What follows belongs to an exercise in optimizing a design on an open flow for small area; a production flow would make more cautious choices.
Only simulation tests tie the RTL to the original design; equivalence was not proved.
No activity file was given, so power comes from the tool's default toggle rates.

### flow/run.sh
#!/bin/bash
set -euo pipefail
export BUFFER_PORTS_ARGS="-buffer_cell sky130_fd_sc_hd__buf_1"
export CTS_ARGS="-sink_clustering_enable -repair_clock_nets -sink_clustering_size 10 -sink_clustering_max_diameter 30 -buf_list sky130_fd_sc_hd__clkbuf_4 -dont_use_dummy_load"
bash standard.sh finish > standard.log 2>&1
### standard.sh
#!/bin/bash
# synth_recipe.tcl (not shown) runs the flow's synth.tcl, then flattens the netlist and writes it again
# the make line also repeats each setting of config.mk as NAME=value (left out here)
make -C /OpenROAD-flow-scripts/flow DESIGN_CONFIG=/design/flow/config.mk WORK_HOME=/design/flow/orfs CLKGATE_MAP_FILE= SYNTH_SCRIPT=/design/flow/synth_recipe.tcl "${@:-finish}"
### config.mk
export PLATFORM = sky130hd
export DESIGN_NAME = uart_top
export DESIGN_NICKNAME = uart_top
export VERILOG_FILES = /design/flow/design.v
export SDC_FILE = /design/flow/constraint.sdc
export NUM_CORES = 4
export LEC_CHECK = 0
export CAP_MARGIN = 0
export CORE_MARGIN = 2
export CORE_UTILIZATION = 65
export CTS_BUF_LIST = sky130_fd_sc_hd__clkbuf_8
export CTS_CLUSTER_DIAMETER = 50
export CTS_CLUSTER_SIZE = 20
export SLEW_MARGIN = 0
### constraint.sdc
create_clock -name core_clock -period 10.0 [get_ports {pclk}]
set_input_delay 2.0000 -clock core_clock [delete_from_list [all_inputs] [get_ports {pclk}]]
set_output_delay 2.0000 -clock core_clock [all_outputs]
set_load 0.01 [all_outputs]
### design.v
module uart_top (
  input  logic        pclk,
  input  logic        presetn,
  input  logic        psel,
  input  logic        penable,
  input  logic        pwrite,
  input  logic [31:0] paddr,
  input  logic [31:0] pwdata,
  input  logic        uart_rxd,
  output logic        pready,
  output logic [31:0] prdata,
  output logic        uart_txd,
  output logic        uart_intpt
);
  logic apb_acc;
  always_ff @(posedge pclk or negedge presetn)
    if (!presetn) apb_acc <= 1'b0;
    else          apb_acc <= ~apb_acc & psel;
  logic rd_en, wr_en;
  assign rd_en  = apb_acc & penable & ~pwrite;
  assign wr_en  = apb_acc & penable &  pwrite;
  assign pready = 1'b1;
  logic thr_wr_en, rbr_rd_en;
  assign thr_wr_en = wr_en & (paddr[7:0] == 8'h00);
  assign rbr_rd_en = rd_en & (paddr[7:0] == 8'h00);
  logic [2:0] ier;
  logic       fifoen, rxclr, txclr;
  logic [1:0] rxfiftl;
  logic [1:0] wls;
  logic       stb, pen, eps, sp, loop;
  logic [7:0] dll, dlh;
  logic       utrst, urrst;
  always_ff @(posedge pclk or negedge presetn)
    if (!presetn) begin
      ier     <= 3'b0;
      fifoen  <= 1'b0;
      rxclr   <= 1'b0;
      txclr   <= 1'b0;
      rxfiftl <= 2'b0;
      wls     <= 2'b0;
      stb     <= 1'b0;
      pen     <= 1'b0;
      eps     <= 1'b0;
      sp      <= 1'b0;
      loop    <= 1'b0;
      dll     <= 8'b0;
      dlh     <= 8'b0;
      utrst   <= 1'b0;
      urrst   <= 1'b0;
    end else if (wr_en) begin
      case (paddr[7:0])
        8'h04: ier <= pwdata[2:0];
        8'h08: {rxfiftl, txclr, rxclr, fifoen} <= {pwdata[7:6], pwdata[2:0]};
        8'h0C: {loop, sp, eps, pen, stb, wls} <= {pwdata[7], pwdata[5:0]};
        8'h20: dll <= pwdata[7:0];
        8'h24: dlh <= pwdata[7:0];
        8'h30: {utrst, urrst} <= pwdata[14:13];
        default: ;
      endcase
    end
  logic [14:0] comp_value;
  assign comp_value = {dlh, dll[7:1]};
  logic [14:0] cnt_rx, cnt_tx;
  logic [4:0]  bc_rx, bc_tx;      
  logic        inc_rx, inc_tx;    
  logic        comp_rx, comp_tx;
  logic        tx_idle;
  logic first_q;
  assign comp_rx = (cnt_rx == comp_value) & ~first_q;
  assign comp_tx = (cnt_tx == comp_value) & ~first_q;
  always_ff @(posedge pclk) begin
    cnt_rx <= (~urrst | comp_rx) ? 15'd1 : cnt_rx + 15'd1;
    cnt_tx <= (tx_idle | comp_tx) ? 15'd1 : cnt_tx + 15'd1;
  end
  always_ff @(posedge pclk or negedge presetn)
    if (!presetn) begin
      first_q <= 1'b1;
      bc_rx   <= 5'd0;
      bc_tx   <= 5'd0;
      inc_rx  <= 1'b0;
      inc_tx  <= 1'b0;
    end else begin
      first_q <= 1'b0;
      bc_rx   <= bc_rx + comp_rx;
      bc_tx   <= bc_tx + comp_tx;
      inc_rx  <= comp_rx & bc_rx[0];
      inc_tx  <= comp_tx & bc_tx[0];
    end
  logic [3:0] sc;
  assign sc = bc_rx[4:1];
  logic voting_edge, sample_edge, transmit_edge;
  assign voting_edge   = inc_rx & urrst & ((sc == 4'd6) | (sc == 4'd7) | (sc == 4'd8));
  assign sample_edge   = inc_rx & urrst & (sc == 4'd9);
  assign transmit_edge = inc_tx & ~tx_idle & (bc_tx[4:1] == 4'd15);
  logic dr, oe, pe, fe, bi, thre, temt;
  logic shift_cnt_eq, tsr_load;
  logic receive_done, parity_error, frame_error, uart_break;
  logic rx_fifo_empty, rx_fifo_full, tx_fifo_empty;
  logic [9:0] rx_head;
  logic [10:0] rbr;
  logic rbrf;
  always_ff @(posedge pclk or negedge presetn)
    if (!presetn) begin
      dr   <= 1'b0;
      oe   <= 1'b0;
      pe   <= 1'b0;
      fe   <= 1'b0;
      bi   <= 1'b0;
      thre <= 1'b1;
      temt <= 1'b1;
    end else begin
      if (fifoen) begin
        pe <= (rbr[8] | pe) & ~rbr_rd_en;
        fe <= (rbr[9] | fe) & ~rbr_rd_en;
        dr <= ~rx_fifo_empty;
        bi <= 1'b0;
        oe <= ((rx_fifo_full & receive_done) | oe) & ~rbr_rd_en;
      end else begin
        pe <= ((parity_error & receive_done) | pe) & ~rbr_rd_en;
        fe <= ((frame_error & receive_done) | fe) & ~rbr_rd_en;
        dr <= (receive_done | dr) & ~rbr_rd_en;
        bi <= (uart_break | bi) & ~rbr_rd_en;
        oe <= rbrf & receive_done;
      end
      thre <= ~thr_wr_en & ((~fifoen & tsr_load) | (fifoen & tx_fifo_empty) | thre);
      if (shift_cnt_eq) temt <= thre;
    end
  logic [7:0] thr;
  logic [7:0] txm [0:15];
  logic [4:0] twp, trp;
  logic       t_wr, t_rd;
  assign tx_fifo_empty = (twp == trp);
  assign t_wr = thr_wr_en & fifoen & ~((twp[3:0] == trp[3:0]) & (twp[4] ^ trp[4]));
  assign t_rd = tsr_load & fifoen & ~tx_fifo_empty;
  always_ff @(posedge pclk or negedge presetn)
    if (!presetn) thr <= 8'b0;
    else if (thr_wr_en & ~fifoen) thr <= pwdata[7:0];
  always_ff @(posedge pclk)
    if (t_wr) txm[twp[3:0]] <= pwdata[7:0];
  logic       t_z;
  logic [3:0] t_h;
  logic       tx_valid;
  always_ff @(posedge pclk or negedge presetn)
    if (!presetn) begin
      t_z <= 1'b0;
      t_h <= 4'd0;
    end else if (t_wr) begin
      if (twp[3:0] == 4'd0) t_z <= 1'b1;
      if (twp[3:0] > t_h)   t_h <= twp[3:0];
    end
  assign tx_valid = (trp[3:0] == 4'd0) ? t_z : (trp[3:0] <= t_h);
  always_ff @(posedge pclk or negedge presetn)
    if (!presetn) begin
      twp <= 5'd0;
      trp <= 5'd0;
    end else if (txclr) begin
      twp <= {4'd0, twp[3:0] == 4'd0};
      trp <= {4'd0, twp[3:0] == 4'd0};
    end else begin
      twp <= twp + t_wr;
      trp <= trp + t_rd;
    end
  logic [7:0] tx_data;
  assign tx_data = fifoen ? (tx_valid ? txm[trp[3:0]] : 8'b0) : thr;
  logic [9:0] rxm [0:15];
  logic [4:0] rwp, rrp;
  logic       r_wr, r_rd;
  logic [7:0] rsr_data;
  logic [7:0] just_rbr;
  assign rx_fifo_empty = (rwp == rrp);
  assign rx_fifo_full  = (rwp[3:0] == rrp[3:0]) & (rwp[4] ^ rrp[4]);
  assign r_wr = receive_done & fifoen & ~rx_fifo_full;
  assign r_rd = rbr_rd_en & fifoen & ~rx_fifo_empty;
  always_ff @(posedge pclk)
    if (r_wr) rxm[rwp[3:0]] <= {frame_error, parity_error, rsr_data};
  logic       r_z;
  logic [3:0] r_h;
  logic       rx_valid;
  always_ff @(posedge pclk or negedge presetn)
    if (!presetn) begin
      r_z <= 1'b0;
      r_h <= 4'd0;
    end else if (r_wr) begin
      if (rwp[3:0] == 4'd0) r_z <= 1'b1;
      if (rwp[3:0] > r_h)   r_h <= rwp[3:0];
    end
  assign rx_valid = (rrp[3:0] == 4'd0) ? r_z : (rrp[3:0] <= r_h);
  always_ff @(posedge pclk or negedge presetn)
    if (!presetn) begin
      rwp <= 5'd0;
      rrp <= 5'd0;
    end else if (rxclr) begin
      rwp <= {4'd0, rwp[3:0] == 4'd0};
      rrp <= {4'd0, rwp[3:0] == 4'd0};
    end else begin
      rwp <= rwp + r_wr;
      rrp <= rrp + r_rd;
    end
  always_ff @(posedge pclk or negedge presetn)
    if (!presetn) begin
      just_rbr <= 8'b0;
      rbrf     <= 1'b0;
    end else begin
      if (receive_done & ~rbrf & ~fifoen) just_rbr <= rsr_data;
      rbrf <= (receive_done | rbrf) & ~rbr_rd_en;
    end
  assign rx_head = rxm[rrp[3:0]];
  assign rbr = fifoen ? ((dr & rx_valid) ? {1'b0, rx_head} : 11'b0) : {3'b0, just_rbr};
  logic [3:0] rx_cnt;
  logic       below_level;
  assign rx_cnt = rwp[3:0] - rrp[3:0];
  always_comb
    case (rxfiftl)
      2'b00:   below_level = (rx_cnt == 4'd0);
      2'b01:   below_level = (rx_cnt[3:2] == 2'b00);
      2'b10:   below_level = ~rx_cnt[3];
      default: below_level = (rx_cnt < 4'd14);
    endcase
  assign uart_intpt = (thre & ier[1]) | ((pe | fe | bi) & ier[2]) | (dr & ier[0] & ~below_level);
  localparam logic [1:0] T_IDLE = 2'b00, T_START = 2'b01, T_TRANSMIT = 2'b10, T_PARITY = 2'b11;
  logic [1:0]  tstate;
  logic [3:0]  tx_cnt;
  logic        parity;
  logic [10:0] tsr;
  logic [3:0] data_cnt, shift_cnt;
  logic       data_cnt_eq;
  assign data_cnt  = 4'd6 + {2'b0, wls};
  assign shift_cnt = data_cnt + ((pen & stb) ? 4'd3 : (pen | stb) ? 4'd2 : 4'd1);
  assign data_cnt_eq  = (tx_cnt == data_cnt);
  assign shift_cnt_eq = (tx_cnt == shift_cnt);
  logic st_idle, st_start, st_tx, st_par;
  assign st_idle  = (tstate == T_IDLE);
  assign st_start = (tstate == T_START);
  assign st_tx    = (tstate == T_TRANSMIT);
  assign st_par   = (tstate == T_PARITY);
  assign tx_idle  = st_idle;
  logic shift_en, shift_count_en, shift_count_clr;
  assign shift_en        = (st_tx & transmit_edge & ~(data_cnt_eq | shift_cnt_eq)) | (st_par & transmit_edge);
  assign shift_count_en  = (st_start & transmit_edge) | (st_tx & transmit_edge & ~shift_cnt_eq) | (st_par & transmit_edge);
  assign shift_count_clr = st_tx & shift_cnt_eq & (~thre | transmit_edge);
  assign tsr_load        = st_start & transmit_edge;
  logic [1:0] tnext;
  always_comb
    case (tstate)
      T_IDLE:     tnext = (utrst & ~thre) ? T_START : T_IDLE;
      T_START:    tnext = ~utrst ? T_IDLE : transmit_edge ? T_TRANSMIT : T_START;
      T_TRANSMIT: tnext = ~utrst ? T_IDLE :
                          shift_cnt_eq ? (thre ? (transmit_edge ? T_IDLE : T_TRANSMIT) : T_START) :
                          (data_cnt_eq & transmit_edge & pen) ? T_PARITY : T_TRANSMIT;
      default:    tnext = ~utrst ? T_IDLE : transmit_edge ? T_TRANSMIT : T_PARITY;
    endcase
  logic [7:0]  tdata_m;
  logic [10:0] shift_data;
  always_comb
    case (wls)
      2'b00:   begin tdata_m = {3'b0, tx_data[4:0]}; shift_data = {3'b0, stb, 1'b1, tx_data[4:0], 1'b0}; end
      2'b01:   begin tdata_m = {2'b0, tx_data[5:0]}; shift_data = {2'b0, stb, 1'b1, tx_data[5:0], 1'b0}; end
      2'b10:   begin tdata_m = {1'b0, tx_data[6:0]}; shift_data = {1'b0, stb, 1'b1, tx_data[6:0], 1'b0}; end
      default: begin tdata_m = tx_data;               shift_data = {stb, 1'b1, tx_data, 1'b0}; end
    endcase
  logic parity_gen;
  assign parity_gen = sp ? ~eps : (eps ? ^tdata_m : ~^tdata_m);
  always_ff @(posedge pclk or negedge presetn)
    if (!presetn) begin
      tstate <= T_IDLE;
      tx_cnt <= 4'd0;
      parity <= 1'b0;
    end else begin
      tstate <= tnext;
      tx_cnt <= shift_count_clr ? 4'd0 : tx_cnt + shift_count_en;
      if (tsr_load & pen) parity <= parity_gen;
    end
  always_ff @(posedge pclk)
    if (tsr_load)      tsr <= shift_data;
    else if (shift_en) tsr <= {1'b0, tsr[10:1]};
  logic tx_bit;
  assign tx_bit   = st_par ? parity : tsr[0];
  assign uart_txd = loop | st_idle | st_start | tx_bit;
  logic loop_txd;
  assign loop_txd = st_idle | st_start | tx_bit;
  localparam logic [2:0] R_IDLE = 3'b000, R_START = 3'b001, R_RECEIVE = 3'b010, R_WAIT = 3'b011, R_BREAK = 3'b100;
  logic [2:0] rstate, rnext;
  logic [2:0] vote;
  logic [9:0] rsh;
  logic [3:0] fcnt;
  logic       rx_data, all_zero, receive_cnt_done;
  logic rs_idle, rs_start, rs_recv, rs_wait, rs_break;
  assign rs_idle  = (rstate == R_IDLE);
  assign rs_start = (rstate == R_START);
  assign rs_recv  = (rstate == R_RECEIVE);
  assign rs_wait  = (rstate == R_WAIT);
  assign rs_break = (rstate == R_BREAK);
  assign rx_data  = (vote[0] & vote[1]) | (vote[1] & vote[2]) | (vote[0] & vote[2]);
  assign all_zero = ~|rsh;
  assign receive_cnt_done = (fcnt == ({2'b0, wls} + 4'd5 + {3'b0, pen})) & sample_edge;
  always_comb
    case (rstate)
      R_IDLE:    rnext = urrst ? R_START : R_IDLE;
      R_START:   rnext = ~urrst ? R_IDLE : sample_edge ? (rx_data ? R_IDLE : R_RECEIVE) : R_START;
      R_RECEIVE: rnext = ~urrst ? R_IDLE : receive_cnt_done ? R_WAIT : R_RECEIVE;
      R_WAIT:    rnext = all_zero ? (sample_edge ? R_BREAK : R_WAIT) : (rx_data ? R_IDLE : R_WAIT);
      R_BREAK:   rnext = rx_data ? R_IDLE : R_BREAK;
      default:   rnext = R_IDLE;
    endcase
  assign receive_done = (rs_wait & ~all_zero & rx_data) | (rs_break & rx_data);
  assign uart_break   = rs_break & ~rx_data;
  logic serial_in;
  assign serial_in = loop ? loop_txd : uart_rxd;
  always_ff @(posedge pclk or negedge presetn)
    if (!presetn) begin
      rstate <= R_IDLE;
      vote   <= 3'b0;
      rsh    <= 10'b0;
    end else begin
      rstate <= rnext;
      if (~rs_idle & voting_edge)   vote <= {serial_in, vote[2:1]};
      if (rs_recv & sample_edge)    rsh  <= {rx_data, rsh[9:1]};
    end
  always_ff @(posedge pclk)
    fcnt <= ~rs_recv ? 4'd0 : fcnt + sample_edge;
  always_comb
    case ({pen, wls})
      3'b000: rsr_data = {3'b0, rsh[8:4]};
      3'b001: rsr_data = {2'b0, rsh[8:3]};
      3'b010: rsr_data = {1'b0, rsh[8:2]};
      3'b011: rsr_data = rsh[8:1];
      3'b100: rsr_data = {3'b0, rsh[7:3]};
      3'b101: rsr_data = {2'b0, rsh[7:2]};
      3'b110: rsr_data = {1'b0, rsh[7:1]};
      default: rsr_data = rsh[7:0];
    endcase
  logic expected_parity;
  assign expected_parity = sp ? ~eps : (eps ? ^rsr_data : ~^rsr_data);
  assign parity_error    = pen & (rsh[8] != expected_parity);
  assign frame_error     = receive_done & ~rsh[9];
  logic [31:0] rd_data;
  always_comb
    case (paddr[5:0])
      6'h00:   rd_data = {21'b0, rbr};
      6'h04:   rd_data = {29'b0, ier};
      6'h08:   rd_data = {24'b0, fifoen, fifoen, 5'b0, ~uart_intpt};
      6'h0C:   rd_data = {26'b0, sp, eps, pen, stb, wls};
      6'h14:   rd_data = {25'b0, temt, thre, bi, fe, pe, oe, dr};
      6'h20:   rd_data = {24'b0, dll};
      6'h24:   rd_data = {24'b0, dlh};
      6'h30:   rd_data = {17'b0, utrst, urrst, 13'b0};
      default: rd_data = 32'b0;
    endcase
  assign prdata = rd_en ? rd_data : 32'b0;
endmodule
==> flow_summary.ini, run 1 <==
[pwr]
powerDensity_nw_per_um2 = 149
total_leakage_power_nw = 7.86
ir_drop_v = 0.000116

[global_routing]
grt_pass1_wl_mm = 68.0
grt_pass1_vias = 12100
top_usage_layer = met2
grtUsageMet1_pct = 35.9
grt_usage_pct = 27.1
met3_usage_pct = 4.63
grt_start_max_net_pins = 64
antenna_found_initial = 2
use_met2_pct = 45.9
grt_remaining_overflow = 0

[worst_setup_path]
timing.rr.start = pen
crit_fanout = 10
cp.required_ps = 8000
worstReg2RegEnd = tsr[10]
regToRegSetupSlack_ps = 5610
worst-setup-path-type = input pin to output pin
end_kind = output pin
crit_arrival_ps = 3930
critPathLaunchType = input pin
r2r_cells = 12

[logic_synthesis]
synth_ff_type = edfxtp_1
syn_area_um2 = 20700
netlist.area_leader.share_pct = 43.4
yosysWarningCount = 1
synth_enable_flop_cells = 299
synth-async-reset-ratio_pct = 27.1
synthCells = 1433
yosys.area.top_type = edfxtp_1
seq_area_frac_synth_pct = 61.7
synth_area_per_cell_um2 = 14.4
ys_seq_elements = 457
synth.distinct_cells = 73
synth.area.top_cells = edfxtp_1 43%, dfrtp_1 15%, mux4_2 7.1%

[flow_run]
maxCapViolCount = 0

[sta]
tightestPinTransition_ps = 1210
rsz0062_at_grt = no
slew_viol_final = 0
hold_slack_ps = 443
hold_violations = 0
fin_crit_sh_pct = 59.3
tns_ps = 0
fin_ws_ps = 4070
setup_viol = 0
slew_headroom_pct = 18.9
clock_skew_ps = 96.1
fmax_ghz = 0.169
period_minus_slack_ps = 5930

[clock_network]
cts_buffers = 86
postCtsHoldBufs = 0
clock-sinks = 457
clockBufferDepth = 3
worstSkewPairLatency_ps = 780
cts_setup_buffers = 0
cts-htree-levels = 3
clk_pin_slew_ps = 70
root_buffer = clkbuf_4
cts_tree = done
cts_resized = 0

[drt]
ant_nets = 0
drt-initial-drc-count = 856
wl_per_cell_um = 22.6
vias = 12000
drc = 0
viasPerCell = 6.23
first_pass_iters = 6
wl_mm = 43.3

[place]
dp_hpwl_mm = 29.1
place_ws_ps = 4160
place_area_um2 = 21200
portBuffers = 37
gp_congestion = 0.919

[final_layout]
drive_above_1_share_pct = 18.2
final_cell_area_um2 = 21800
final_core_util_pct = 69.3
nets = 1632
syn2layout_area_growth_pct = 5.44

[run_status]
status = finished clean

[floorplanning]
initial_utilization_pct = 65.8
core_um2 = 31500
die_y_um = 182
row_count = 65
io_pins = 105
dieWidth_um = 182
die_area_um2 = 33300

[hold_path]
worstHoldStart = apb_acc
hold_depth = 1
min_to = apb_acc
hold_class = register to register
state kept, by name, indices dropped and copies added, names as in the netlist, 3 cells and up:
name and count:
tx_cnt 4, rwp 5, cnt_tx 15, thr 8, cnt_rx 15, rstate 3, ier 3, trp 5
t_h 4, tsr 11, rsh 10, fcnt 4, twp 5, bc_tx 5, just_rbr 8, rxm 160
dlh 8, r_h 4, vote 3, dll 8, txm 128, bc_rx 5, rrp 5
power breakdown:
group | internal (mW) | total [mW] | switching [mW]
clock network | 0.392 | 0.980 | 0.588
registers | 2.03 | 2.04 | 0.0144
logic | 0.0916 | 0.226 | 0.135
routing by layer:
metal,part of all wire (%),wire length (um)
met1,42,18100
met2,51,22200
met3,4.9,2120
met4,2.1,906
met5,0,0
cells in the final DEF (no fill, tap or decap), drive strengths merged, types with 43 or more instances in the layout:
| cell | count |
|---|---|
| nand2 | 51 |
| buf | 56 |
| ha | 43 |
| nand3 | 48 |
| edfxtp | 299 |
| clkbuf | 87 |
| inv | 46 |
| mux4 | 80 |
| nor2 | 120 |
| dfrtp | 121 |
| mux2 | 77 |
| xnor2 | 49 |
| xor2 | 53 |
synthesized netlist by cell type (33+ instances only):
master    number
a21oi_1       33
clkbuf_1      44
ha_1          43
dfxtp_1       34
mux4_2        65
nand3_1       48
inv_1         45
xor2_1        53
xnor2_1       49
o21ai_0       35
nand2_1       51
mux2_2        77
edfxtp_1     299
nor2_1       120
dfrtp_1      121
cell type report:
class                           instances  area (um^2)
Sequential cell                       457        12800
Fill cell                            2176         9650
Multi-Input combinational cell        869         7430
Clock buffer                           86          646
Tap cell                              402          503
Timing Repair Buffer                   57          293
Inverter                               46          173
Antenna cell                            2         5.00
per-stage QoR:
stage / cells / power, mW
final: 1919 / 3.25
after global routing: 1919 / 3.39
after CTS: 1917 / 3.29
after detailed placement: 1831 / 2.31
after global placement: 1831 / 2.31
after floorplan: 1453 / 2.24
kinds of logic after synthesis:
logic type | Yosys count | share of synthesized area, %
flip-flops | 457 | 61.7
AND/OR/NAND/NOR | 366 | 8.85
multiplexers | 180 | 14.3
AO/OA/AOI/OAI | 151 | 4.89
buffers and inverters | 127 | 2.88
XOR/XNOR | 104 | 4.53
adder cells (fa/ha/maj) | 46 | 2.84
other | 2 | 0.0363
worst max-delay path: stages:
cell	delay, ps
buf_1	320
nor2b_1	590
and2_1	380
a221oi_1	150
a31oi_1	300
buf_1	190
how the worst max path moves through the flow:
stage                   from         to  slack (ps)  depth (start not counted)
floorplan           paddr[5]  prdata[0]        4570                          7
global placement    paddr[5]  prdata[3]        4200                          6
detailed placement  paddr[5]  prdata[0]        4160                          6
CTS                   rrp[1]  prdata[0]        4090                          8
global route          rrp[0]  prdata[0]        3980                         12
finish              paddr[5]  prdata[0]        4070                          6
==> inputs of run 2 (changes only) <==
==> flow/run.sh (replaced) <==
#!/bin/bash
set -euo pipefail
export BUFFER_PORTS_ARGS="-buffer_cell sky130_fd_sc_hd__buf_1"
export CTS_ARGS="-sink_clustering_enable -repair_clock_nets -sink_clustering_size 40 -sink_clustering_max_diameter 60 -buf_list sky130_fd_sc_hd__clkbuf_16 -dont_use_dummy_load"
bash standard.sh finish > standard.log 2>&1
==> run 2 against run 1 <==
Still clean. Core utilization is 0.64 points higher. Final cell count is 2.8% lower. Clock skew is 62 ps lower. Final area is 0.93% higher. Power is 6.1% higher. Hold slack hardly changed. First-iteration DRC count is 7.4% lower. Count of clock-buffer cells in the layout is 52 lower. Non-clock buffer count stayed put. Global-route usage is 0.46 points lower.
==> flow_summary.ini, run 2 <==
[logic_synthesis]
synthMostInstantiatedCell = edfxtp_1
synth_mux_area_share_pct = 14.3
synth_top_family_by_area = multiplexers
syn_area_um2 = 20700
ys_seq_elements = 457
netlist.area_leader.share_pct = 43.4
synth_ff_type = edfxtp_1
synth_area_per_cell_um2 = 14.4
synth_compound_area_share_pct = 4.89
synth_enable_flop_cells = 299
synthXorXnorAreaFrac_pct = 4.53
synthCells = 1433
yosysWarningCount = 1
yosys.area.top_type = edfxtp_1
yosys.area_share.simple_pct = 8.85
synthTopCellsByCount = 299 x edfxtp_1, 121 x dfrtp_1, 120 x nor2_1
synth.distinct_cells = 73
synth-async-reset-ratio_pct = 27.1
synth_fa_ha_area_share_pct = 2.84
synth.area.top_cells = edfxtp_1 43%, dfrtp_1 15%, mux4_2 7.1%
seq_area_frac_synth_pct = 61.7

[clock_network]
worstSkewPairLatency_ps = 520
postCtsHoldBufs = 0
cts_buffers = 34
clock-sinks = 457
cts-htree-levels = 2
clk_pin_slew_ps = 50
clockBufferDepth = 3
cts_tree = done
root_buffer = clkbuf_16
cts_setup_buffers = 0
cts_resized = 0

[drt]
wl_per_cell_um = 22.9
drt-initial-drc-count = 793
wl_mm = 42.7
vias = 11600
viasPerCell = 6.23
first_pass_iters = 5
drc = 0
ant_nets = 0

[place]
place_ws_ps = 4160
portBuffers = 37
dp_hpwl_mm = 29.1
placedCellCount = 1831
place_area_um2 = 21200
gp_congestion = 0.919

[worst_setup_path]
cp.required_ps = 8000
end_kind = output pin
cpMaxStageDelayCell = nor2b_1
path_cells = buf_1 -> nor2b_1 -> and2_1 -> a221oi_1 -> o22ai_1 -> buf_1
worst-setup-path-type = input pin to output pin
crit_top_cell = buf_1
critPathLaunchType = input pin
cpPeakStageDelay_ps = 580
crit_fanout = 10
crit_arrival_ps = 3920

[global_routing]
grt_pass1_vias = 11800
grt_start_max_net_pins = 64
grt_remaining_overflow = 0
grt_pass1_wl_mm = 67.3
antenna_found_initial = 1
grt_usage_pct = 26.7

[final_layout]
final_cell_mix = 299 x edfxtp_1, 120 x nor2_1, 118 x dfrtp_1, 77 x mux2_2, 65 x mux4_2
syn2layout_area_growth_pct = 6.42
nets = 1580
drive_above_1_share_pct = 15.2
layout_commonest_cell = edfxtp_1
final_cell_area_um2 = 22000
final_cells = 1866
largest_reg_flops = 160

[sta]
clock_skew_ps = 33.6
tns_ps = 0
fin_ws_ps = 4080
hold_violations = 0
tightestPinTransition_ps = 1220
period_minus_slack_ps = 5920
slew_headroom_pct = 18.3
fin_crit_sh_pct = 59.2
slew_viol_final = 0
fmax_ghz = 0.169
setup_viol = 0
rsz0062_at_grt = no

[run_status]
status = finished clean

[floorplanning]
core_um2 = 31500
die_y_um = 182
die_area_um2 = 33300
row_count = 65
io_pins = 105
initial_utilization_pct = 65.8
dieWidth_um = 182

[pwr]
powerDensity_nw_per_um2 = 156
finalPower_mw = 3.45
ir_drop_v = 0.000139
total_leakage_power_nw = 7.88

[flow_run]
maxCapViolCount = 0

[hold_path]
hold_class = register to register
## run 2: changes by cell type in the layout (fill, tap and decap cells not counted), sizes merged
cell	delta
clkbuf	-52
diode	-1
## run 2: path summary, 6_finish.rpt
path                          start         to  slack, ps  depth (start not counted)
min                         apb_acc    apb_acc        440                          1
min reg2reg                 apb_acc    apb_acc        440                          1
max                        paddr[5]  prdata[3]       4080                          6
max in group asynchronous   presetn     dll[6]       6980                          2
min in group asynchronous   presetn     rwp[4]       1620                          1
max reg2reg                     pen     tsr[4]       5580                         12
## run 2: layer usage
metal | GRT usage, % | up-vias | routed length [um] | part of all wire, %
met3 | 2.65 | 67 | 1630 | 3.8
met2 | 46.7 | 291 | 22100 | 52
met5 | 0 | - | 0 | 0
met4 | 7.52 | 0 | 990 | 2.3
met1 | 36.1 | 5890 | 18000 | 42
li1 | - | 5385 | - | -
## run 2: where the power goes
part	internal (mW)	switching, mW
logic	0.0916	0.135
clock network	0.602	0.577
registers	2.03	0.0146
## run 2: final cells by class
cell class,instances,area [um^2]
sequential,457,12800
fill,2122,9450
multi-input combinational,869,7430
clock buffer,34,851
tap,402,503
timing repair buffer,57,293
inverter,46,173
antenna,1,2.50
## run 2: cell families after synthesis
kind of cell | Yosys count
compound gates | 151
xor+xnor | 104
fa+ha+maj | 46
buf+inv | 127
flops | 457
mux | 180
other cells | 2
simple gates | 366
## run 2: critical path, delay by kind of cell
family / cells / cell delay, ps
AOI/OAI and AO/OA: 2 / 460
buffers and inverters: 2 / 500
and+or+nand+nor: 2 / 950
## run 2: per-stage QoR
stage / hold WS [ps] / utilization [%]
after floorplan: 403 / -
after global placement: 414 / 67.3
after detailed placement: 434 / 67.3
after CTS: 440 / 70.0
after global routing: 447 / 70.0
final: 442 / 70.0
==> inputs of run 3 (changes only) <==
==> flow/run.sh (replaced) <==
#!/bin/bash
set -euo pipefail
export BUFFER_PORTS_ARGS="-buffer_cell sky130_fd_sc_hd__buf_1"
export CTS_ARGS="-sink_clustering_enable -repair_clock_nets -buf_list sky130_fd_sc_hd__clkbuf_8 -dont_use_dummy_load"
bash standard.sh finish > standard.log 2>&1
==> run 3 against run 2 <==
Register-to-register slack better by 30 ps. Synthesized cell count stayed put. Maximum frequency is 0.43% lower. Hold slack worse by 2.7 ps. Area after synthesis stayed put. Power is 3.2% higher. Critical endpoint is now prdata[0].
==> flow_summary.ini, run 3 <==
[run_status]
status = finished clean

[floorplanning]
die_area_um2 = 33300
row_count = 65
dieWidth_um = 182
core_um2 = 31500
initial_utilization_pct = 65.8
die_y_um = 182
io_pins = 105

[worst_setup_path]
regToRegSetupSlack_ps = 5610
crit_arrival_ps = 3940
path_buf_inv = 2
cp.required_ps = 8000
path_cells = buf_1 -> nor2b_1 -> and2_1 -> a221oi_1 -> a31oi_1 -> buf_1
cpMaxStageDelayCell = nor2b_1
worst-setup-path-type = input pin to output pin
critPathLaunchType = input pin
cpPeakStageDelay_ps = 580
critPathTopFamily = simple AND/OR/NAND/NOR gates
crit_fanout = 10
crit_top_cell = buf_1
end_kind = output pin

[sta]
clock_skew_ps = 49.8
period_minus_slack_ps = 5940
tns_ps = 0
slew_headroom_pct = 18.2
tightestPinTransition_ps = 1220
fmax_ghz = 0.168
slew_viol_final = 0
rsz0062_at_grt = no
hold_violations = 0
setup_viol = 0
fin_crit_sh_pct = 59.4

[clock_network]
worstSkewPairLatency_ps = 590
cts_resized = 0
cts_tree = done
cts-htree-levels = 3
cts_setup_buffers = 0
cts_buffers = 74
clock-sinks = 457
postCtsHoldBufs = 0
root_buffer = clkbuf_8
clk_pin_slew_ps = 40
clockBufferDepth = 3

[global_routing]
grt_pass1_vias = 12100
grt_pass1_wl_mm = 68.0
grt_usage_pct = 27.1
grt_start_max_net_pins = 64
antenna_found_initial = 1
grt_remaining_overflow = 0

[logic_synthesis]
synth.area.top_cells = edfxtp_1 43%, dfrtp_1 15%, mux4_2 7.1%
synth_enable_flop_cells = 299
seq_area_frac_synth_pct = 61.7
synthCells = 1433
ys_seq_elements = 457
yosysWarningCount = 1
synth_ff_type = edfxtp_1
syn_area_um2 = 20700
synth.distinct_cells = 73
synth_area_per_cell_um2 = 14.4
yosys.area.top_type = edfxtp_1
synth-async-reset-ratio_pct = 27.1
netlist.area_leader.share_pct = 43.4
synthTopCellsByCount = 299 x edfxtp_1, 121 x dfrtp_1, 120 x nor2_1
synthMostInstantiatedCell = edfxtp_1

[final_layout]
final_cell_mix = 299 x edfxtp_1, 120 x nor2_1, 118 x dfrtp_1, 77 x mux2_2, 74 x clkbuf_8
drive_above_1_share_pct = 17.5
final_cell_area_um2 = 22200
nets = 1620
largest_reg_flops = 160
syn2layout_area_growth_pct = 7.23
layout_commonest_cell = edfxtp_1

[pwr]
total_leakage_power_nw = 7.99
p_seq_share_pct = 57.5
combinationalPowerShare_pct = 6.4
ir_drop_v = 0.000126
p_clk_share_pct = 36.1
sw_frac_of_total_pct = 22.0
p_sw_mw = 0.782
intPower_mw = 2.77
powerDensity_nw_per_um2 = 160

[place]
place_area_um2 = 21200
gp_congestion = 0.919
dp_hpwl_mm = 29.1
portBuffers = 37

[drt]
ant_nets = 0
drt-initial-drc-count = 868
drc = 0
vias = 11800
first_pass_iters = 5
wl_per_cell_um = 22.8
viasPerCell = 6.21
wl_mm = 43.4

[flow_run]
maxCapViolCount = 0

[hold_path]
hold_class = register to register
## run 3: cell counts after synthesis
No cell type changed its count.
## run 3: final cells by class
type	count	area, um^2
timing repair buffer	57	293
sequential	457	12800
tap	402	503
clock buffer	74	1020
fill	2117	9280
inverter	46	173
multi-input combinational	869	7430
antenna	1	2.50
## run 3: path summary, 6_finish.rpt
path / from / endpoint / cells past startpoint
min in group asynchronous: presetn / rwp[1] / 1
max in group asynchronous: presetn / dll[7] / 2
worst max register to register: pen / tsr[10] / 12
worst min-delay path: apb_acc / apb_acc / 1
worst min register to register: apb_acc / apb_acc / 1
worst max-delay path: paddr[5] / prdata[0] / 6
## run 3: routing by layer
metal	part of all wire (%)	track usage [%]	vias to the layer above
met4	2.8	10.1	0
met2	51	46.0	335
met5	0	0	-
met1	42	35.9	5936
li1	-	-	5458
met3	4.5	4.13	102
## run 3: per-stage QoR
step / power [mW] / util [%] / hold WS [ps] / worst slack [ps] / instances
CTS: 3.59 / 70.5 / 440 / 4150 / 1905
detailed placement: 2.31 / 67.3 / 434 / 4160 / 1831
floorplan: 2.24 / - / 403 / 4570 / 1453
global route: 3.68 / 70.5 / 446 / 3990 / 1906
finish: 3.56 / 70.5 / 440 / 4060 / 1906
global placement: 2.31 / 67.3 / 414 / 4200 / 1831
## run 3: logic make-up after synthesis
group | share of synthesized area [%]
xor+xnor | 4.53
mux | 14.3
other cells | 0.0363
fa+ha+maj | 2.84
buf+inv | 2.88
flops | 61.7
compound gates | 4.89
simple gates | 8.85
## run 3: power by group through the flow
stage | Clock, mW | Combinational (mW) | Sequential, mW
2_1_floorplan | 0 | 0.165 | 2.07
3_3_place_gp | 0 | 0.225 | 2.08
3_5_place_dp | 0 | 0.229 | 2.08
4_1_cts | 1.32 | 0.230 | 2.04
5_1_grt | 1.39 | 0.250 | 2.04
6_report | 1.28 | 0.227 | 2.04
==> inputs of run 4 (changes only) <==
==> flow/run.sh (replaced) <==
#!/bin/bash
set -euo pipefail
export BUFFER_PORTS_ARGS="-buffer_cell sky130_fd_sc_hd__buf_1"
export CTS_ARGS="-sink_clustering_enable -repair_clock_nets -sink_clustering_size 30 -sink_clustering_max_diameter 45 -buf_list sky130_fd_sc_hd__clkbuf_8 -dont_use_dummy_load"
bash standard.sh finish > standard.log 2>&1
==> run 4 against run 3 <==
Still clean. Sequential power about the same. Routed wire length decreased by 1.0%. Sequential share of layout area increased by 1.1 points. Final cell count decreased by 1.5%. Sequential cell count unchanged. Largest power group unchanged.
==> flow_summary.ini, run 4 <==
[run_status]
status = finished clean

[floorplanning]
die_area_um2 = 33300
core_um2 = 31500
row_count = 65
die_y_um = 182
io_pins = 105
dieWidth_um = 182
initial_utilization_pct = 65.8

[logic_synthesis]
synth-async-reset-ratio_pct = 27.1
netlist.area_leader.share_pct = 43.4
synthTopCellsByCount = 299 x edfxtp_1, 121 x dfrtp_1, 120 x nor2_1
synth_enable_flop_cells = 299
seq_area_frac_synth_pct = 61.7
synth_area_per_cell_um2 = 14.4
yosys.area.top_type = edfxtp_1
synthMostInstantiatedCell = edfxtp_1
synth.area.top_cells = edfxtp_1 43%, dfrtp_1 15%, mux4_2 7.1%
synth.distinct_cells = 73
syn_area_um2 = 20700
synthCells = 1433
synth_ff_type = edfxtp_1
yosysWarningCount = 1
ys_seq_elements = 457

[clock_network]
cts_resized = 0
root_buffer = clkbuf_8
clockBufferDepth = 3
cts_tree = done
cts-htree-levels = 2
cts_setup_buffers = 0
postCtsHoldBufs = 0
worstSkewPairLatency_ps = 610
clock-sinks = 457
clk_pin_slew_ps = 40
cts_buffers = 45

[drt]
ant_nets = 0
wl_per_cell_um = 22.9
drt-initial-drc-count = 905
wl_mm = 42.9
viasPerCell = 6.24
first_pass_iters = 5
drc = 0
vias = 11700

[flow_run]
maxCapViolCount = 0

[worst_setup_path]
crit_fanout = 10
critPathTopFamily = simple AND/OR/NAND/NOR gates
critPathLaunchType = input pin
worst-setup-path-type = input pin to output pin
path_cells = buf_1 -> nor2b_1 -> and2_1 -> a221oi_1 -> a31oi_1 -> buf_1
crit_arrival_ps = 3940
crit_top_cell = buf_1
cp.required_ps = 8000
cpPeakStageDelay_ps = 590
cpMaxStageDelayCell = nor2b_1
regToRegSetupSlack_ps = 5590
path_buf_inv = 2
end_kind = output pin

[sta]
tns_ps = 0
slew_viol_final = 0
clock_skew_ps = 89.1
period_minus_slack_ps = 5940
slew_headroom_pct = 18.4
fin_crit_sh_pct = 59.4
rsz0062_at_grt = no
fmax_ghz = 0.168
setup_viol = 0
hold_violations = 0
tightestPinTransition_ps = 1220
fin_ws_ps = 4060

[final_layout]
sequential_cell_area_um2 = 12800
largest_reg_flops = 160
multi_input_area_um2 = 7430
fillCellCount = 2151
final_cell_area_um2 = 21800
layout_commonest_cell = edfxtp_1
final_cell_mix = 299 x edfxtp_1, 120 x nor2_1, 118 x dfrtp_1, 77 x mux2_2, 65 x mux4_2
final_cells = 1877
drive_above_1_share_pct = 15.9
syn2layout_area_growth_pct = 5.30
nets = 1591

[place]
portBuffers = 37
gp_congestion = 0.919
place_area_um2 = 21200
place_ws_ps = 4160
dp_hpwl_mm = 29.1
placedCellCount = 1831

[global_routing]
grt_pass1_vias = 11700
grt_pass1_wl_mm = 67.1
grt_usage_pct = 26.7
grt_start_max_net_pins = 64
grt_remaining_overflow = 0
antenna_found_initial = 1

[pwr]
total_leakage_power_nw = 7.79
powerDensity_nw_per_um2 = 149
ir_drop_v = 0.000156
finalPower_mw = 3.24

[hold_path]
hold_class = register to register
==> run 4: cell counts after synthesis <==
Identical to the previous run, type by type.
==> run 4: stage by stage <==
step / utilization, % / hold slack [ps]
floorplan: - / 403
global placement: 67.3 / 414
detailed placement: 67.3 / 434
CTS: 69.2 / 440
global route: 69.2 / 447
finish: 69.2 / 439
==> run 4: worst paths after layout <==
check / endpoint / depth (start not counted) / start
min reg2reg: apb_acc / 1 / apb_acc
min in group asynchronous: rxfiftl[0] / 1 / presetn
min: apb_acc / 1 / apb_acc
max: prdata[0] / 6 / paddr[5]
max reg2reg: tsr[10] / 12 / pen
max in group asynchronous: dlh[6] / 2 / presetn
==> run 4: kinds of logic (layout without fill, tap and decap cells) <==
| family | Yosys count | in the layout | share of synthesized area, % |
|---|---|---|---|
| AOI/OAI and AO/OA | 151 | 151 | 4.89 |
| xor gates and xnor gates | 104 | 104 | 4.53 |
| adders and majority gates | 46 | 46 | 2.84 |
| buffers and inverters | 127 | 148 | 2.88 |
| DFF | 457 | 457 | 61.7 |
| muxes | 180 | 180 | 14.3 |
| other | 2 | 23 | 0.0363 |
| and+or+nand+nor | 366 | 366 | 8.85 |
==> run 4: final cells by class <==
cell class	instances	area share, %
repair buffers	57	1.34
well taps	402	2.31
diodes	1	0.0115
flip-flops and latches	457	58.6
clock buffers	45	2.84
multi-input cells	869	34.1
inverters	46	0.792
==> run 4: power by group <==
part / total [mW] / switching (mW) / internal (mW)
logic: 0.226 / 0.134 / 0.0917
clock network: 0.973 / 0.572 / 0.400
registers: 2.04 / 0.0146 / 2.03
total: 3.24 / 0.721 / 2.52
==> run 4: worst reg2reg max path, stage by stage, from the launching register on <==
cell      delay (ps)
dfrtp_1          880
inv_1            380
ha_1             380
inv_1             70
ha_1             160
inv_1             60
fa_1             400
xor2_1           180
and3_1           180
o211ai_1         280
and2_1           240
a21oi_1           80
nor2_1           710
==> run 4: routing by layer <==
| metal | GRT usage (%) | vias up | part of all wire (%) |
|---|---|---|---|
| met5 | 0 | - | 0 |
| met4 | 8.10 | 0 | 2.5 |
| met3 | 3.79 | 91 | 4.7 |
| met2 | 46.0 | 338 | 51 |
| met1 | 35.7 | 5887 | 42 |
| li1 | - | 5392 | - |
==> inputs of run 5 (changes only) <==
==> flow/run.sh (replaced) <==
#!/bin/bash
set -euo pipefail
export BUFFER_PORTS_ARGS="-buffer_cell sky130_fd_sc_hd__buf_1"
export CTS_ARGS="-sink_clustering_enable -repair_clock_nets -sink_clustering_size 24 -sink_clustering_max_diameter 50 -buf_list sky130_fd_sc_hd__clkbuf_8 -dont_use_dummy_load"
bash standard.sh finish > standard.log 2>&1
==> run 5 against run 4 <==
Final cell count shrank 0.32%. Routed wire length shrank 0.32%. Still clean. Largest cell class unchanged. First-iteration DRC count grew 1.3%. Sequential cell count is the same. Largest power group unchanged. Global-route usage is essentially flat.
==> flow_summary.ini, run 5 <==
[final_layout]
syn2layout_area_growth_pct = 4.90
final_cell_area_um2 = 21700
fillCellCount = 2164
layout_commonest_cell = edfxtp_1
largest_reg_flops = 160
final_cells = 1871
drive_above_1_share_pct = 15.5
nets = 1585
final_cell_mix = 299 x edfxtp_1, 120 x nor2_1, 118 x dfrtp_1, 77 x mux2_2, 65 x mux4_2

[sta]
tns_ps = 0
clock_skew_ps = 69.1
rsz0062_at_grt = no
hold_violations = 0
period_minus_slack_ps = 5950
setup_viol = 0
tightestPinTransition_ps = 1200
fmax_ghz = 0.168
slew_headroom_pct = 19.7
fin_crit_sh_pct = 59.5
slew_viol_final = 0

[logic_synthesis]
synthTopCellsByCount = 299 x edfxtp_1, 121 x dfrtp_1, 120 x nor2_1
yosys.area.top_type = edfxtp_1
synth-async-reset-ratio_pct = 27.1
synth_area_per_cell_um2 = 14.4
synth_ff_type = edfxtp_1
yosysWarningCount = 1
synthCells = 1433
synth_enable_flop_cells = 299
netlist.area_leader.share_pct = 43.4
synthMostInstantiatedCell = edfxtp_1
syn_area_um2 = 20700
synth.area.top_cells = edfxtp_1 43%, dfrtp_1 15%, mux4_2 7.1%
seq_area_frac_synth_pct = 61.7
synth.distinct_cells = 73
ys_seq_elements = 457

[drt]
first_pass_iters = 5
drc = 0
viasPerCell = 6.24
wl_per_cell_um = 22.9
drt-initial-drc-count = 917
wl_mm = 42.8
vias = 11700
ant_nets = 0

[worst_setup_path]
crit_top_cell = buf_1
worst-setup-path-type = input pin to output pin
end_kind = output pin
cpPeakStageDelay_ps = 590
regToRegSetupSlack_ps = 5590
path_cells = buf_1 -> nor2b_1 -> and2_1 -> a221oi_1 -> a31oi_1 -> buf_1
cp.required_ps = 8000
critPathLaunchType = input pin
path_buf_inv = 2
crit_arrival_ps = 3950
cpMaxStageDelayCell = nor2b_1
critPathTopFamily = simple AND/OR/NAND/NOR gates
crit_fanout = 10

[floorplanning]
dieWidth_um = 182
die_y_um = 182
row_count = 65
initial_utilization_pct = 65.8
core_um2 = 31500
die_area_um2 = 33300
io_pins = 105

[clock_network]
root_buffer = clkbuf_8
postCtsHoldBufs = 0
clockBufferDepth = 3
cts_buffers = 39
cts_setup_buffers = 0
cts_tree = done
cts-htree-levels = 2
clk_pin_slew_ps = 60
cts_resized = 0
worstSkewPairLatency_ps = 620
clock-sinks = 457

[flow_run]
maxCapViolCount = 0

[global_routing]
grt_usage_pct = 26.7
grt_pass1_wl_mm = 67.0
grt_remaining_overflow = 0
grt_start_max_net_pins = 64
antenna_found_initial = 1
grt_pass1_vias = 11700

[run_status]
status = finished clean

[place]
placedCellCount = 1831
portBuffers = 37
dp_hpwl_mm = 29.1
gp_congestion = 0.919
place_area_um2 = 21200

[pwr]
powerDensity_nw_per_um2 = 146
total_leakage_power_nw = 7.74
ir_drop_v = 0.000157
finalPower_mw = 3.17

[hold_path]
hold_class = register to register
## run 5: cell counts after synthesis
No cell type changed its count.
## run 5: power by group
part	total, mW	internal [mW]	switching (mW)
combinational	0.226	0.0916	0.135
sequential	2.04	2.02	0.0148
clock	0.904	0.350	0.555
## run 5: metal layers
layer | vias up | wire, um | track usage [%] | part of all wire [%]
li1 | 5393 | - | - | -
met3 | 79 | 1850 | 3.67 | 4.3
met4 | 0 | 1130 | 8.32 | 2.6
met2 | 291 | 21800 | 46.0 | 51
met5 | - | 0 | 0 | 0
met1 | 5905 | 18100 | 35.7 | 42
## run 5: final timing paths
kind	cells past startpoint	start	to
setup / recovery	6	paddr[5]	prdata[0]
hold / removal	1	apb_acc	apb_acc
setup reg to reg	12	pen	tsr[10]
hold reg to reg	1	apb_acc	apb_acc
max in group asynchronous	2	presetn	dlh[6]
min in group asynchronous	1	presetn	dr
## run 5: logic make-up after synthesis
family | after synthesis | synth area share [%]
simple gates | 366 | 8.85
fa+ha+maj | 46 | 2.84
other cells | 2 | 0.0363
mux | 180 | 14.3
compound gates | 151 | 4.89
xor+xnor | 104 | 4.53
flops | 457 | 61.7
buf+inv | 127 | 2.88
## run 5: metrics by stage
step	worst slack [ps]	hold slack [ps]	utilization, %
after floorplan	4570	403	-
after global placement	4200	414	67.3
after detailed placement	4160	434	67.3
after CTS	4150	443	69.0
after global routing	3990	450	69.0
final	4050	441	69.0
## run 5: layout make-up
cell class | instances | area, um^2 | share of cell area [%]
clock buffers | 39 | 537 | 2.47
inverters | 46 | 173 | 0.795
repair buffers | 57 | 293 | 1.35
flip-flops and latches | 457 | 12800 | 58.8
diodes | 1 | 2.50 | 0.0115
multi-input cells | 869 | 7430 | 34.2
well taps | 402 | 503 | 2.32
==> inputs of run 6 (changes only) <==
==> flow/run.sh (replaced) <==
#!/bin/bash
set -euo pipefail
export BUFFER_PORTS_ARGS="-buffer_cell sky130_fd_sc_hd__buf_1"
export CTS_ARGS="-sink_clustering_enable -repair_clock_nets -sink_clustering_size 32 -sink_clustering_max_diameter 70 -buf_list sky130_fd_sc_hd__clkbuf_16 -dont_use_dummy_load"
bash standard.sh finish > standard.log 2>&1
==> run 6 against run 5 <==
Still clean on timing, DRC and antenna. Via count decreased by 0.12%. Area after synthesis unchanged. Sequential share of layout area decreased by 0.44 points. Clock power increased by 17%. Die area unchanged. Non-clock buffer count unchanged. Core utilization increased by 0.52 points. Register-to-register slack improved by 70 ps.
==> flow_summary.ini, run 6 <==
[run_status]
status = finished clean

[floorplanning]
row_count = 65
die_y_um = 182
core_um2 = 31500
dieWidth_um = 182
io_pins = 105
initial_utilization_pct = 65.8
die_area_um2 = 33300

[final_layout]
drive_above_1_share_pct = 14.9
final_cell_mix = 299 x edfxtp_1, 120 x nor2_1, 118 x dfrtp_1, 77 x mux2_2, 65 x mux4_2
layout_commonest_cell = edfxtp_1
nets = 1574
final_cells = 1860
largest_reg_flops = 160
syn2layout_area_growth_pct = 5.70

[sta]
slew_headroom_pct = 20.6
setup_viol = 0
fmax_ghz = 0.168
tns_ps = 0
tightestPinTransition_ps = 1190
clock_skew_ps = 54.2
rsz0062_at_grt = no
period_minus_slack_ps = 5940
slew_viol_final = 0
fin_crit_sh_pct = 59.4
fin_ws_ps = 4060
hold_violations = 0

[drt]
wl_mm = 42.7
first_pass_iters = 5
drt-initial-drc-count = 845
ant_nets = 0
vias = 11700
drc = 0
viasPerCell = 6.27
wl_per_cell_um = 22.9

[pwr]
finalPower_mw = 3.33
ir_drop_v = 0.000149
powerDensity_nw_per_um2 = 152
total_leakage_power_nw = 7.81

[clock_network]
root_buffer = clkbuf_16
cts_buffers = 28
clk_pin_slew_ps = 70
postCtsHoldBufs = 0
cts_resized = 0
worstSkewPairLatency_ps = 590
cts_setup_buffers = 0
cts_tree = done
cts-htree-levels = 1
clock-sinks = 457
clockBufferDepth = 3

[logic_synthesis]
synth.distinct_cells = 73
synthMostInstantiatedCell = edfxtp_1
synth-async-reset-ratio_pct = 27.1
synthTopCellsByCount = 299 x edfxtp_1, 121 x dfrtp_1, 120 x nor2_1
seq_area_frac_synth_pct = 61.7
yosys.area.top_type = edfxtp_1
ys_seq_elements = 457
synth_enable_flop_cells = 299
synth_ff_type = edfxtp_1
synthCells = 1433
netlist.area_leader.share_pct = 43.4
syn_area_um2 = 20700
synth.area.top_cells = edfxtp_1 43%, dfrtp_1 15%, mux4_2 7.1%
yosysWarningCount = 1
synth_area_per_cell_um2 = 14.4

[worst_setup_path]
crit_arrival_ps = 3940
cp.required_ps = 8000
critPathLaunchType = input pin
worst-setup-path-type = input pin to output pin
crit_fanout = 10
end_kind = output pin
r2r_cells = 12

[global_routing]
grt_remaining_overflow = 0
grt_pass1_vias = 11700
antenna_found_initial = 1
grt_pass1_wl_mm = 66.9
grt_start_max_net_pins = 64
grt_usage_pct = 26.4

[hold_path]
hold_depth = 1
hold_class = register to register

[place]
placedCellCount = 1831
portBuffers = 37
dp_hpwl_mm = 29.1
place_ws_ps = 4160
gp_congestion = 0.919

[flow_run]
maxCapViolCount = 0
run 6: cell counts after synthesis:
Identical to the previous run, type by type.
run 6: final timing paths:
| path | startpoint | end | slack [ps] |
|---|---|---|---|
| max in group asynchronous | presetn | thr[7] | 7020 |
| setup reg to reg | pen | tsr[10] | 5660 |
| setup / recovery | paddr[5] | prdata[0] | 4060 |
| hold reg to reg | apb_acc | apb_acc | 450 |
| min in group asynchronous | presetn | rwp[0] | 1560 |
| hold / removal | apb_acc | apb_acc | 450 |
run 6: kinds of logic after synthesis:
logic type / after synthesis / share of synthesized area (%)
buffers and inverters: 127 / 2.88
xor gates and xnor gates: 104 / 4.53
AOI/OAI and AO/OA: 151 / 4.89
muxes: 180 / 14.3
adders and majority gates: 46 / 2.84
other: 2 / 0.0363
DFF: 457 / 61.7
and+or+nand+nor: 366 / 8.85
run 6: layer usage:
layer | GRT usage [%] | vias to the layer above | part of all wire (%)
li1 | - | 5368 | -
met1 | 36.0 | 5911 | 42
met2 | 46.2 | 298 | 51
met3 | 2.31 | 77 | 3.9
met4 | 7.10 | 0 | 2.7
met5 | 0 | - | 0
run 6: critical path, stage by stage:
cell and delay, ps:
buf_1 310, nor2b_1 580, and2_1 380, a221oi_1 150, a31oi_1 320, buf_1 190
run 6: per-stage QoR:
step | area (um^2) | utilization (%) | hold slack [ps]
floorplan | 20800 | - | 403
global placement | 21200 | 67.3 | 414
detailed placement | 21200 | 67.3 | 434
CTS | 21900 | 69.5 | 444
global route | 21900 | 69.5 | 451
finish | 21900 | 69.5 | 447
run 6: area by class of cell:
| cell class | instances | area, um^2 |
|---|---|---|
| Inverter | 46 | 173 |
| Tap cell | 402 | 503 |
| Clock buffer | 28 | 701 |
| Antenna cell | 1 | 2.50 |
| Fill cell | 2135 | 9600 |
| Sequential cell | 457 | 12800 |
| Multi-Input combinational cell | 869 | 7430 |
| Timing Repair Buffer | 57 | 293 |
run 6: where the power goes:
part / internal (mW) / switching [mW] / leakage (nW)
logic: 0.0916 / 0.134 / 3.05
registers: 2.03 / 0.0146 / 4.42
clock network: 0.494 / 0.566 / 0.345
total: 2.61 / 0.715 / 7.81
==> inputs of run 7 (changes only) <==
==> flow/run.sh (replaced) <==
#!/bin/bash
set -euo pipefail
export BUFFER_PORTS_ARGS="-buffer_cell sky130_fd_sc_hd__buf_1"
export CTS_ARGS="-sink_clustering_enable -repair_clock_nets -sink_clustering_size 30 -sink_clustering_max_diameter 100 -buf_list sky130_fd_sc_hd__clkbuf_16 -dont_use_dummy_load"
bash standard.sh finish > standard.log 2>&1
==> run 7 against run 6 <==
Largest power group unchanged. Final area shrank 1.0%. Non-clock buffer count is the same. Synthesized cell count unchanged. Count of clock-buffer cells in the layout is 9 lower. Critical path depth is the same. Maximum frequency is essentially flat. Power is 5.5% lower. Highest routed layer unchanged. Still clean on timing, DRC and antenna.
==> flow_summary.ini, run 7 <==
[worst_setup_path]
crit_top_cell = buf_1
crit_arrival_ps = 3940
regToRegSetupSlack_ps = 5610
path_cells = buf_1 -> nor2b_1 -> and2_1 -> a221oi_1 -> a31oi_1 -> buf_1
worst-setup-path-type = input pin to output pin
cpPeakStageDelay_ps = 610
worstReg2RegEnd = tsr[10]
cp.required_ps = 8000
end_kind = output pin
cpMaxStageDelayCell = nor2b_1
timing.rr.start = pen
critPathLaunchType = input pin
crit_fanout = 10
r2r_cells = 12

[logic_synthesis]
yosysWarningCount = 1
synth_area_per_cell_um2 = 14.4
synth_ff_type = edfxtp_1
seq_area_frac_synth_pct = 61.7
synth-async-reset-ratio_pct = 27.1
synth_enable_flop_cells = 299
synthMostInstantiatedCell = edfxtp_1
ys_seq_elements = 457
syn_area_um2 = 20700
yosys.area.top_type = edfxtp_1
synthCells = 1433
synth.distinct_cells = 73
synth.area.top_cells = edfxtp_1 43%, dfrtp_1 15%, mux4_2 7.1%
synthTopCellsByCount = 299 x edfxtp_1, 121 x dfrtp_1, 120 x nor2_1
netlist.area_leader.share_pct = 43.4

[sta]
fin_crit_sh_pct = 59.4
clock_skew_ps = 53.2
rsz0062_at_grt = no
tns_ps = 0
hold_violations = 0
setup_viol = 0
fmax_ghz = 0.168
period_minus_slack_ps = 5940
slew_viol_final = 0
tightestPinTransition_ps = 1210
slew_headroom_pct = 19.1

[floorplanning]
initial_utilization_pct = 65.8
die_area_um2 = 33300
core_um2 = 31500
row_count = 65
dieWidth_um = 182
io_pins = 105
die_y_um = 182

[pwr]
powerDensity_nw_per_um2 = 145
combinationalPowerShare_pct = 7.2
total_leakage_power_nw = 7.70
intPower_mw = 2.46
p_clk_share_pct = 27.9
sw_frac_of_total_pct = 21.7
p_seq_share_pct = 64.9
ir_drop_v = 0.000146
p_sw_mw = 0.682

[final_layout]
nets = 1565
final_cell_mix = 299 x edfxtp_1, 120 x nor2_1, 118 x dfrtp_1, 77 x mux2_2, 65 x mux4_2
syn2layout_area_growth_pct = 4.61
final_cells = 1851
fillCellCount = 2158
largest_reg_flops = 160
drive_above_1_share_pct = 14.4
layout_commonest_cell = edfxtp_1

[flow_run]
maxCapViolCount = 0

[clock_network]
cts-htree-levels = 1
cts_tree = done
cts_buffers = 19
cts_resized = 0
clk_pin_slew_ps = 110
postCtsHoldBufs = 0
clock-sinks = 457
worstSkewPairLatency_ps = 550
clockBufferDepth = 3
root_buffer = clkbuf_16
cts_setup_buffers = 0

[drt]
vias = 11600
wl_mm = 42.5
drt-initial-drc-count = 919
viasPerCell = 6.25
first_pass_iters = 5
wl_per_cell_um = 23.0
ant_nets = 0
drc = 0

[place]
gp_congestion = 0.919
placedCellCount = 1831
portBuffers = 37
dp_hpwl_mm = 29.1

[hold_path]
hold_class = register to register
worstHoldStart = apb_acc
min_to = apb_acc
hold_depth = 1

[global_routing]
grt_pass1_vias = 11600
grt_pass1_wl_mm = 66.7
grt_start_max_net_pins = 64
grt_usage_pct = 26.3
grt_remaining_overflow = 0
antenna_found_initial = 1

[run_status]
status = finished clean
==> run 7: layer usage <==
layer / global-route usage (%) / share of wire (%) / wire [um] / vias up
met3: 2.71 / 4.5 / 1930 / 62
met1: 36.0 / 42 / 17900 / 5876
met5: 0 / 0 / 0 / -
met2: 46.2 / 51 / 21800 / 294
met4: 6.26 / 2.0 / 869 / 0
li1: - / - / - / 5343
==> run 7: how the worst max path moves through the flow <==
stage / startpoint / end / slack, ps / cells after the start
finish: paddr[5] / prdata[0] / 4060 / 6
global route: paddr[5] / prdata[0] / 3990 / 6
CTS: paddr[5] / prdata[0] / 4150 / 6
detailed placement: paddr[5] / prdata[0] / 4160 / 6
global placement: paddr[5] / prdata[3] / 4200 / 6
floorplan: paddr[5] / prdata[0] / 4570 / 7
==> run 7: cell families after synthesis <==
family / after synthesis / synth area share, %
multiplexers: 180 / 14.3
adder cells (fa/ha/maj): 46 / 2.84
XOR/XNOR: 104 / 4.53
flip-flops: 457 / 61.7
other: 2 / 0.0363
AND/OR/NAND/NOR: 366 / 8.85
buffers and inverters: 127 / 2.88
AO/OA/AOI/OAI: 151 / 4.89
==> run 7: metrics by stage <==
| step | hold WS [ps] | util, % | setup WS (ps) | cell area [um^2] | power (mW) |
|---|---|---|---|---|---|
| global placement | 414 | 67.3 | 4200 | 21200 | 2.31 |
| floorplan | 403 | - | 4570 | 20800 | 2.24 |
| finish | 449 | 68.8 | 4060 | 21600 | 3.14 |
| detailed placement | 434 | 67.3 | 4160 | 21200 | 2.31 |
| global route | 458 | 68.8 | 3990 | 21600 | 3.26 |
| CTS | 450 | 68.8 | 4150 | 21600 | 3.17 |
==> run 7: power by group through the flow <==
stage	Sequential [mW]	Clock [mW]	Combinational [mW]
2_1_floorplan	2.07	0	0.165
3_3_place_gp	2.08	0	0.225
3_5_place_dp	2.08	0	0.229
4_1_cts	2.04	0.904	0.230
5_1_grt	2.04	0.965	0.250
6_report	2.04	0.878	0.226
==> run 7: worst max-delay path, delay by kind of cell <==
kind	cells	cell delay (ps)
simple gates	2	980
compound gates	2	450
buf+inv	2	510
==> run 7: area by class of cell <==
cell class	instances	area [um^2]	share of cell area, %
Timing Repair Buffer	57	293	1.35
Tap cell	402	503	2.32
Clock buffer	19	475	2.20
Inverter	46	173	0.798
Multi-Input combinational cell	869	7430	34.3
Antenna cell	1	2.50	0.0116
Sequential cell	457	12800	59.0
==> inputs of run 8 (changes only) <==
--- a/config.mk
+++ b/config.mk
@@ -7,7 +7,7 @@
 export LEC_CHECK = 0
 export CAP_MARGIN = 0
 export CORE_MARGIN = 2
-export CORE_UTILIZATION = 65
+export CORE_UTILIZATION = 78
 export CTS_BUF_LIST = sky130_fd_sc_hd__clkbuf_8
 export CTS_CLUSTER_DIAMETER = 50
 export CTS_CLUSTER_SIZE = 20
==> run 8 against run 7 <==
Critical path depth did not move. Sequential cell count did not move. Highest routed layer unchanged. Critical path type unchanged. Sequential share of layout area rose by 0.27 points.
==> flow_summary.ini, run 8 <==
[place]
gp_congestion = 0.934
portBuffers = 37
dp_hpwl_mm = 30.3
placedCellCount = 1765
place_ws_ps = 4150
place_area_um2 = 21100

[floorplanning]
dieWidth_um = 167
core_um2 = 26100
die_y_um = 167
die_area_um2 = 27900
io_pins = 105
initial_utilization_pct = 79.4
row_count = 59

[clock_network]
cts_setup_buffers = 0
cts_resized = 0
cts-htree-levels = 1
clock-sinks = 457
clockBufferDepth = 3
postCtsHoldBufs = 0
clk_pin_slew_ps = 100
root_buffer = clkbuf_16
cts_tree = done
cts_buffers = 19
worstSkewPairLatency_ps = 540

[sta]
fin_crit_sh_pct = 59.5
period_minus_slack_ps = 5950
fmax_ghz = 0.168
rsz0062_at_grt = no
hold_slack_ps = 455
hold_violations = 0
slew_headroom_pct = 7.79
fin_ws_ps = 4050
tightestPinTransition_ps = 1380
setup_viol = 0
tns_ps = 0
slew_viol_final = 0
clock_skew_ps = 56.5

[logic_synthesis]
synthCells = 1433
seq_area_frac_synth_pct = 61.7
synth_area_per_cell_um2 = 14.4
synth.distinct_cells = 73
yosysWarningCount = 1
netlist.area_leader.share_pct = 43.4
synth_enable_flop_cells = 299
synth-async-reset-ratio_pct = 27.1
synth_ff_type = edfxtp_1
synth.area.top_cells = edfxtp_1 43%, dfrtp_1 15%, mux4_2 7.1%
yosys.area.top_type = edfxtp_1
syn_area_um2 = 20700
synthTopCellsByCount = 299 x edfxtp_1, 121 x dfrtp_1, 120 x nor2_1
ys_seq_elements = 457
synthMostInstantiatedCell = edfxtp_1

[global_routing]
grt_remaining_overflow = 0
grt_start_max_net_pins = 72
grt_pass1_wl_mm = 70.7
grt_usage_pct = 33.2
antenna_found_initial = 1
grt_pass1_vias = 12300

[worst_setup_path]
worst-setup-path-type = input pin to output pin
cp.required_ps = 8000
crit_fanout = 10
cpPeakStageDelay_ps = 580
critPathLaunchType = input pin
end_kind = output pin
path_buf_inv = 2
crit_top_cell = buf_1
cpMaxStageDelayCell = nor2b_1
crit_arrival_ps = 3950
path_cells = buf_1 -> nor2b_1 -> and2_1 -> a221oi_1 -> a31oi_1 -> buf_1
critPathTopFamily = simple AND/OR/NAND/NOR gates

[final_layout]
final_cells = 1784
drive_above_1_share_pct = 14.1
final_cell_mix = 299 x edfxtp_1, 120 x nor2_1, 118 x dfrtp_1, 77 x mux2_2, 65 x mux4_2
layout_commonest_cell = edfxtp_1
final_core_util_pct = 82.7
diodes = 0
nets = 1566
syn2layout_area_growth_pct = 4.13
final_cell_area_um2 = 21500
fillCellCount = 1320
largest_reg_flops = 160

[drt]
ant_nets = 0
drt-initial-drc-count = 1399
vias = 12200
wl_per_cell_um = 25.2
viasPerCell = 6.85
drc = 0
wl_mm = 44.9
first_pass_iters = 5

[pwr]
total_leakage_power_nw = 7.69
powerDensity_nw_per_um2 = 146
finalPower_mw = 3.14
ir_drop_v = 0.000189

[flow_run]
maxCapViolCount = 0

[run_status]
status = finished clean

[hold_path]
hold_class = register to register
[run 8: cell counts after synthesis]
Identical to the previous run, type by type.
[run 8: worst paths after layout]
| path | start | end | slack [ps] | depth (start not counted) |
|---|---|---|---|---|
| min in group asynchronous | presetn | r_h[1] | 1560 | 1 |
| hold reg to reg | apb_acc | apb_acc | 450 | 1 |
| setup reg to reg | pen | tsr[2] | 5570 | 12 |
| setup / recovery | paddr[5] | prdata[0] | 4050 | 6 |
| max in group asynchronous | presetn | trp[0] | 6910 | 2 |
| hold / removal | apb_acc | apb_acc | 450 | 1 |
[run 8: layout make-up]
type | count | area [um^2] | share of cell area [%]
timing repair buffer | 58 | 300 | 1.39
inverter | 46 | 173 | 0.801
sequential | 457 | 12800 | 59.3
clock buffer | 19 | 475 | 2.21
tap | 335 | 419 | 1.95
multi-input combinational | 869 | 7410 | 34.4
[run 8: report_power, final]
group	leakage [nW]	internal [mW]	switching, mW
clock network	0.234	0.344	0.527
logic	3.04	0.0909	0.130
registers	4.42	2.02	0.0196
[run 8: logic make-up after synthesis]
kind of cell | synth area share, %
flip-flops | 61.7
AND/OR/NAND/NOR | 8.85
multiplexers | 14.3
AO/OA/AOI/OAI | 4.89
buffers and inverters | 2.88
XOR/XNOR | 4.53
adder cells (fa/ha/maj) | 2.84
other | 0.0363
[run 8: per-layer routing]
layer | share of wire [%] | vias to the layer above | global-route usage, %
met5 | 0 | - | 0
li1 | - | 5353 | -
met4 | 3.1 | 0 | 10.0
met2 | 52 | 579 | 57.3
met1 | 39 | 6185 | 45.0
met3 | 6.7 | 96 | 4.54

[port drivers added, routing unchanged]
The results above use ideal ports. As a check the final layouts listed here were re-extracted and re-timed, cells and wires unchanged. Step 1 (the two cells are an assumption about what drives the block):
set clk [get_ports {pclk}]
set_driving_cell -lib_cell sky130_fd_sc_hd__clkbuf_16 $clk
set_driving_cell -lib_cell sky130_fd_sc_hd__buf_2 [delete_from_list [all_inputs] $clk]
Step 2 moves the port delays by t, midway between the first and last clock arrival at a register: inputs arrive t later, outputs are due t later. That takes back most of the time a late clock gives input paths. a / b / c = ideal / step 1 / step 2; a / b = the first two.
run | shift t [ns] | slack for setup (ns) | latest minus earliest clock arrival (ns) | slew at the worst register clock pin (ns) | cell pins on the clock port's net
run 1 | 0.781 | 4.066 / 4.026 / 4.026 | 0.096 / 0.096 | 0.10 / 0.10 | 1
run 2 | 0.558 | 4.084 / 4.044 / 4.044 | 0.039 / 0.039 | 0.09 / 0.09 | 1
run 3 | 0.613 | 4.058 / 4.021 / 4.021 | 0.053 / 0.054 | 0.06 / 0.06 | 1
run 4 | 0.619 | 4.056 / 4.018 / 4.018 | 0.089 / 0.090 | 0.11 / 0.11 | 1
run 5 | 0.619 | 4.048 / 4.009 / 4.009 | 0.093 / 0.093 | 0.11 / 0.11 | 1
run 6 | 0.613 | 4.065 / 4.027 / 4.027 | 0.058 / 0.058 | 0.11 / 0.11 | 1
run 7 | 0.579 | 4.065 / 4.026 / 4.026 | 0.057 / 0.056 | 0.11 / 0.11 | 1
run 8 | 0.565 | 4.052 / 4.009 / 4.009 | 0.058 / 0.057 | 0.12 / 0.12 | 1
After both steps every run listed still meets setup and hold. The setup slack of run 8, which loses most, moves by -0.043 ns with the drivers and by -0.043 ns with both steps.
